Source: an optimization exercise on an open RTL-to-GDS flow (aim: small area). Production flows keep margins and buffers that such runs may drop.
Only simulation tests tie the RTL to the original design; equivalence was not proved.
No activity file was given, so power comes from the tool's default toggle rates.

// cpu_core
module cpu_core(
    input clk,
    input rst,
    output [5:0] pc_out,
    input [15:0] instr_out,
    input [15:0] mem_Data_in,
    output mem_wr,
    output mem_rd,
    output [15:0] reg_Data_2,
    output [5:0] data_mem_address
    );
Size in the first run: roughly 280 flip-flops.
==> flow/config.mk <==
export PLATFORM = sky130hd
export DESIGN_NAME = cpu_core
export DESIGN_NICKNAME = cpu_core
export VERILOG_FILES = /design/flow/design.v
export SDC_FILE = /design/flow/constraint.sdc
export NUM_CORES = 4
export LEC_CHECK = 0
export CAP_MARGIN = 20
export CORE_MARGIN = 2
export CORE_UTILIZATION = 50
export CTS_CLUSTER_DIAMETER = 80
export CTS_CLUSTER_SIZE = 30
export GPL_TIMING_DRIVEN = 0
export PLACE_DENSITY = 0.75
export SLEW_MARGIN = 20
export SYNTH_HIERARCHICAL = 1
export SYNTH_MINIMUM_KEEP_SIZE = 0
==> flow/constraint.sdc <==
create_clock -name core_clock -period 11.0 [get_ports {clk}]
set_input_delay 2.2000 -clock core_clock [delete_from_list [all_inputs] [get_ports {clk}]]
set_output_delay 2.2000 -clock core_clock [all_outputs]
set_load 0.01 [all_outputs]
standard.sh (not shown) runs the stock make flow with config.mk's settings and CLKGATE_MAP_FILE= SYNTH_SCRIPT=/design/flow/synth_recipe.tcl, a recipe that flattens the netlist after the stock synthesis.
==> flow/flow/run.sh <==
#!/bin/bash
set -euo pipefail
export BUFFER_PORTS_ARGS="-buffer_cell sky130_fd_sc_hd__buf_1"
export RECOVER_POWER=100
export REMOVE_ABC_BUFFERS=1
export POST_GLOBAL_ROUTE_TCL="$PWD/flow/post_grt.tcl"
bash standard.sh > standard_flow.log 2>&1
==> flow/flow/post_grt.tcl <==
# Runs at the end of global routing, after power recovery: repair the slew and
# capacitance limits again, then setup and hold, and write the route guides anew.
global_route -start_incremental
repair_design_helper
detailed_placement
global_route -end_incremental
estimate_parasitics -global_routing
global_route -start_incremental
repair_timing_helper
detailed_placement
global_route -end_incremental
estimate_parasitics -global_routing
report_check_types -max_slew -max_capacitance
report_worst_slack
write_guides $::env(RESULTS_DIR)/route.guide
The starting point completed without violations.
Next try:
Settings changed: PLACE_DENSITY 0.75 to 0.8.
After rerunning:
- total power increases by a few percent
- wire length increases by a few percent
- cell area increases slightly
- area after synthesis does not change
- count of clock-buffer cells in the layout increases by 4
- sequential share of layout area decreases by 0.23 points
- utilization increases by 0.26 points
- non-clock buffer count increases by 2
- global-route usage increases by 0.44 points
Next try:
--- a/flow/flow/run.sh
+++ b/flow/flow/run.sh
@@ -5 +4,0 @@
-export REMOVE_ABC_BUFFERS=1
Settings changed: PLACE_DENSITY 0.8 to not set.
Outcome: The changed run went through all stages and came out clean; cell area climbs by 0.87%; worst hold slack got worse by 0.0064 ns; die area does not change; combinational power climbs by about 6%; synthesized area stays the same; sequential cell count is unchanged; via count drops by about 2.2%; first-iteration DRC count drops by 21%; power climbs by about 2.3%.
Next try:
--- a/flow/flow/run.sh
+++ b/flow/flow/run.sh
@@ -4,0 +5 @@
+export REMOVE_ABC_BUFFERS=1
After rerunning: Clock skew grows by 0.012 ns. Clock power went up by about 2%. Setup slack is worse by 0.024 ns. Sequential power stays flat. Utilization stays flat. Clock-buffer cell count does not change. Area after synthesis is unchanged. Worst hold slack degrades by 0.0071 ns. Fmax stays flat. Final area stays flat. Global-route usage decreases by 0.97 points.

========
cpu_core again, from the RTL that the note above started with.
Settings: LEC_CHECK=0, CAP_MARGIN=20, CORE_MARGIN=2, CORE_UTILIZATION=50, CTS_BUF_LIST=sky130_fd_sc_hd__clkbuf_8, CTS_CLUSTER_DIAMETER=60, CTS_CLUSTER_SIZE=18, GPL_TIMING_DRIVEN=0, PLACE_DENSITY=0.75, SETUP_SLACK_MARGIN=0.1, SLEW_MARGIN=20, SYNTH_HIERARCHICAL=1, SYNTH_MINIMUM_KEEP_SIZE=0; clock period 11.0 ns.
==> flow/flow/run.sh <==
#!/bin/bash
set -euo pipefail
export BUFFER_PORTS_ARGS="-buffer_cell sky130_fd_sc_hd__buf_1"
export RECOVER_POWER=100
export REMOVE_ABC_BUFFERS=1
export POST_GLOBAL_ROUTE_TCL="$PWD/flow/post_grt.tcl"
bash standard.sh > standard_flow.log 2>&1
Scripts as last shown in full above: flow/flow/post_grt.tcl
The first run finished clean.
Change:
Settings changed: CTS_BUF_LIST sky130_fd_sc_hd__clkbuf_8 to unset, CTS_CLUSTER_DIAMETER 60 to 80, CTS_CLUSTER_SIZE 18 to 30, SETUP_SLACK_MARGIN 0.1 to unset.
Result: The new run passed the timing, DRC and antenna checks. Sequential power is about the same. Worst setup slack degrades by 0.019 ns. Synthesized cell count does not change. Maximum frequency hardly moves. Non-clock buffer count stays the same.

afterwards: timing with drivers on the ports:
The flow's constraints put no driver on any port. The routed layouts listed below were extracted and timed again, unchanged, in two steps. Step 1 sets driving cells, clkbuf_16 on the clock port and buf_2 on the other inputs (assumed; they add their load-dependent delay and slew). Step 2 moves the port delays by t, midway between the first and last clock arrival at a register: inputs arrive t later, outputs are due t later. That takes back most of the time a late clock gives input paths. Three values: ideal, step 1, step 2; two values: the first two.
run	shift t [ns]	setup slack, ns	pins driven straight from the clock port
the first run of note 1	0.530	0.322 / 0.347 / -0.183	1
the second run of note 1	0.534	0.274 / 0.293 / -0.241	1
the third run of note 1	0.540	0.256 / 0.275 / -0.265	1
the fourth run of note 1	0.549	0.231 / 0.256 / -0.293	1
the first run of note 2	0.583	0.341 / 0.364 / -0.219	1
the second run of note 2	0.530	0.322 / 0.347 / -0.183	1
Met with ideal ports but missed after step 2: setup timing in every run listed. For the first run of note 2, which loses most, drivers alone change the setup slack by +0.023 ns; drivers and shift together by -0.560 ns.
